From an optimization exercise on the open Yosys and OpenROAD flow, aimed at small area and a short achievable clock period; shortcuts taken in it are not production practice. At most, simulation tests tie the RTL to the original design; equivalence was not proved. No activity file was given, so power comes from the tool's default toggle rates.

## job 8875
==> flow/design.v (excerpt) <==
module RvTop(
  input         clock,
  input         reset,
  output        imem_valid,
  output [31:0] imem_addr,
  input  [31:0] imem_rdata,
  output        dmem_valid,
  output [31:0] dmem_addr,
  output [31:0] dmem_wdata,
  output [3:0]  dmem_wmask,
  output        dmem_we,
  input  [31:0] dmem_rdata,
  output        rvfi_valid,
  output [31:0] rvfi_insn,
  output [31:0] rvfi_pc,
  output [31:0] rvfi_mem_addr,
  output [3:0]  rvfi_mem_wmask,
  output [31:0] rvfi_mem_wdata
);
clock: 10.0 ns
lec_check: 0
cap_margin: 20
core_margin: 2
core_utilization: 50
cts_buf_list: sky130_fd_sc_hd__clkbuf_8
place_density: 0.6
slew_margin: 20
synth_hierarchical: 1
synth_minimum_keep_size: 0
standard.sh (not shown) runs the stock make flow with config.mk's settings and CLKGATE_MAP_FILE= SYNTH_SCRIPT=/design/flow/synth_recipe.tcl, a recipe that flattens the netlist after the stock synthesis.
==> flow/flow/run.sh <==
#!/bin/bash
set -euo pipefail
bash standard.sh SETUP_SLACK_MARGIN=6.5 \
  "BUFFER_PORTS_ARGS=-buffer_cell sky130_fd_sc_hd__buf_2" finish > make_finish.log 2>&1
Both conditions hold for job 8875: the flow ran to the end and the final layout passed the timing, design-rule and antenna checks.
Input changes introduced in job 8405 (baseline for comparison: job 8875):
--- a/flow/design.v
+++ b/flow/design.v
@@ -82,51 +82,54 @@
   wire [7:0]  lb = ld_off == 2'd0 ? rdata[7:0] : ld_off == 2'd1 ? rdata[15:8] :
                    ld_off == 2'd2 ? rdata[23:16] : rdata[31:24];
   wire [15:0] lh = ld_off == 2'd0 ? rdata[15:0] : ld_off == 2'd1 ? rdata[23:8] :
                    rdata[31:16];
   wire ld_w = ld_f3 == 3'd2;
   wire ld_b = ld_f3 == 3'd0 || ld_f3 == 3'd4;
   wire ld_sx = ld_b ? ld_f3 == 3'd0 : ld_f3 != 3'd5;
   wire [31:0] rd_fmt = ld_w ? rdata :
                        ld_b ? {{24{ld_sx & lb[7]}}, lb} : {{16{ld_sx & lh[15]}}, lh};
   wire rsp_valid = hs == 2'd2;
   wire [31:0] wb_data = w_ld ? rd_fmt : w_alu;
-  wire [31:0] wen_dec = 32'b1 << w_rd;
-  wire [31:1] rf_wen  = w_rw ? wen_dec[31:1] : 31'h0;
+  reg        wb2_we;
+  reg [4:0]  wb2_rd;
+  reg [31:0] wb2_d;
+  wire [31:0] wen_dec = 32'b1 << wb2_rd;
+  wire [31:1] rf_wen  = wb2_we ? wen_dec[31:1] : 31'h0;
   wire [4:0] d_rs1 = d_ins[19:15];
   wire [4:0] d_rs2 = d_ins[24:20];
   reg [1023:32] rf;
   reg [31:1]    rf_vld;
   wire [31:0] dec1 = 32'b1 << d_rs1;
   wire [31:0] dec2 = 32'b1 << d_rs2;
   wire [31:1] sel1 = dec1[31:1] & rf_vld;
   wire [31:1] sel2 = dec2[31:1] & rf_vld;
   wire [31:0] rfa, rfb;
   genvar gb, gk;
   generate for (gb = 0; gb < 32; gb = gb + 1) begin : rdb
     wire [31:1] col;
     for (gk = 1; gk < 32; gk = gk + 1) begin : c
       assign col[gk] = rf[gk*32 + gb];
     end
     RdBit p1 (.sel(sel1), .d(col), .y(rfa[gb]));
     RdBit p2 (.sel(sel2), .d(col), .y(rfb[gb]));
   end endgenerate
   integer k;
   always @(posedge clock) begin
     for (k = 1; k < 32; k = k + 1)
-      if (rf_wen[k]) rf[k*32 +: 32] <= wb_data;
+      if (rf_wen[k]) rf[k*32 +: 32] <= wb2_d;
     if (reset) rf_vld <= 31'h0;
     else rf_vld <= rf_vld | rf_wen;
   end
-  wire [31:0] rf1 = rfa;
-  wire [31:0] rf2 = rfb;
+  wire [31:0] rf1 = (wb2_we && wb2_rd == d_rs1) ? wb2_d : rfa;
+  wire [31:0] rf2 = (wb2_we && wb2_rd == d_rs2) ? wb2_d : rfb;
   wire hit1 = w_rw & (w_rd == d_rs1);
   wire hit2 = w_rw & (w_rd == d_rs2);
   wire [31:0] bra = (d_rs1 == 5'd3 || d_rs1 == 5'd5) ? wb_data :
                     d_rs1 == 5'd4 ? rd_fmt : rf1;
   wire [31:0] brb = (d_rs2 == 5'd3 || d_rs2 == 5'd5) ? wb_data :
                     d_rs2 == 5'd4 ? rd_fmt : rf2;
   wire [31:0] rd1_n = d_br ? bra : (hit1 ? w_alu : rf1);
   wire [31:0] rd2_n = hit2 ? wb_data : rf2;
   wire [31:0] d_jimm = {{12{d_ins[31]}}, d_ins[19:12], d_ins[20], d_ins[30:21], 1'b0};
   wire [31:0] d_iimm = {{20{d_ins[31]}}, d_ins[31:20]};
   wire stall = d_jal | d_jalr | d_br | d_ld | e_br | e_ld;
@@ -330,27 +333,31 @@
     end
     d_pc   <= pc;
     e_pc   <= d_pc;
     e_r1   <= rd1_n;
     e_bb   <= brb;
     m_pc   <= e_pc;
     m_rd2  <= fwd_b;
     w_pc   <= m_pc;
     w_alu  <= m_alu;
     w_wd   <= m_rd2;
     w_mask <= m_mask;
+    wb2_rd <= w_rd;
+    wb2_d  <= wb_data;
   end
   always @(posedge clock) begin
     if (reset) begin
+      wb2_we <= 1'b0;
       ld_off <= 2'h0;
       ld_f3  <= 3'h0;
       hs     <= 2'h0;
     end else begin
+      wb2_we <= w_rw & (w_rd != 5'd0);
       if (~rsp_valid) begin
         ld_off <= off_sw;
         ld_f3  <= m_f3;
       end
       if (hs == 2'd0 || hs == 2'd2) hs <= 2'd1;
       else if (hs == 2'd1 && dmem_valid) hs <= 2'd2;
     end
   end
 endmodule
==> comparison <==
Setup slack on the worst flop-to-flop path (higher): job 8875
Changes observed in job 8405 relative to job 8875: standby leakage power increased 0.28 nW, clock buffer count in the final layout increased 12, total of flip-flops plus latches after synthesis increased 38.
First-pass GRT wire length, job 8405 vs job 8875: down by a little under 10%
Worst setup margin (higher): job 8405
A worst setup path category of flip-flop to flip-flop is what job 8405 shows, while flip-flop to output pin belongs to job 8875.
Between job 8875 and job 8405, signal arrival time at the worst endpoint is higher for job 8405, job 8875 comes in under that.
Re fraction of power consumed by combinational cells: job 8875 was higher than job 8405.
Note that the routed wire length recorded for job 8405 amounts to 0.883 times the value seen in job 8875.
Job 8405 vs job 8875: summed area of non-filler cells in the final layout down slightly
Measured against each other, job 8875 and job 8405 differ in area of the die, the higher figure coming from job 8405.
Job 8405: critical path depth in cells is 12 higher than what job 8875 reported.
Job 8405 vs job 8875: net switching power of the design down in job 8405
Relative to job 8875, combinational power has gone down in job 8405.
For job 8405, only the layout was checked, not whether the RTL still works.

static timing again, ports no longer ideal:
The flow's constraints put no driver on any port. The routed layouts listed below were extracted and timed again, unchanged, in two steps.
Step 1 (the two cells are an assumption about what drives the block):
set clk [get_ports {clock}]
set_driving_cell -lib_cell sky130_fd_sc_hd__clkbuf_16 $clk
set_driving_cell -lib_cell sky130_fd_sc_hd__buf_2 [delete_from_list [all_inputs] $clk]
Step 2 adds t to the input delays and takes it off the output delays; t is the mean of the earliest and latest rising clock arrival at the registers after step 1. Input paths then give back, and output paths get back, about the clock's delay inside the block.
a / b / c = ideal ports / drivers / drivers and shift; a / b = the first two.
run	t (ns)	setup slack, ns	worst hold slack (ns)	worst setup path after step 2
job 8875	1.079	5.790 / 5.703 / 5.183	0.321 / 0.321 / 0.321	input to register
job 8405	1.052	5.830 / 5.792 / 5.524	0.324 / 0.324 / 0.324	input to register
After both steps setup and hold are still met in every run listed. The setup slack of job 8875, which loses most, moves by -0.087 ns with the drivers and by -0.607 ns with both steps.
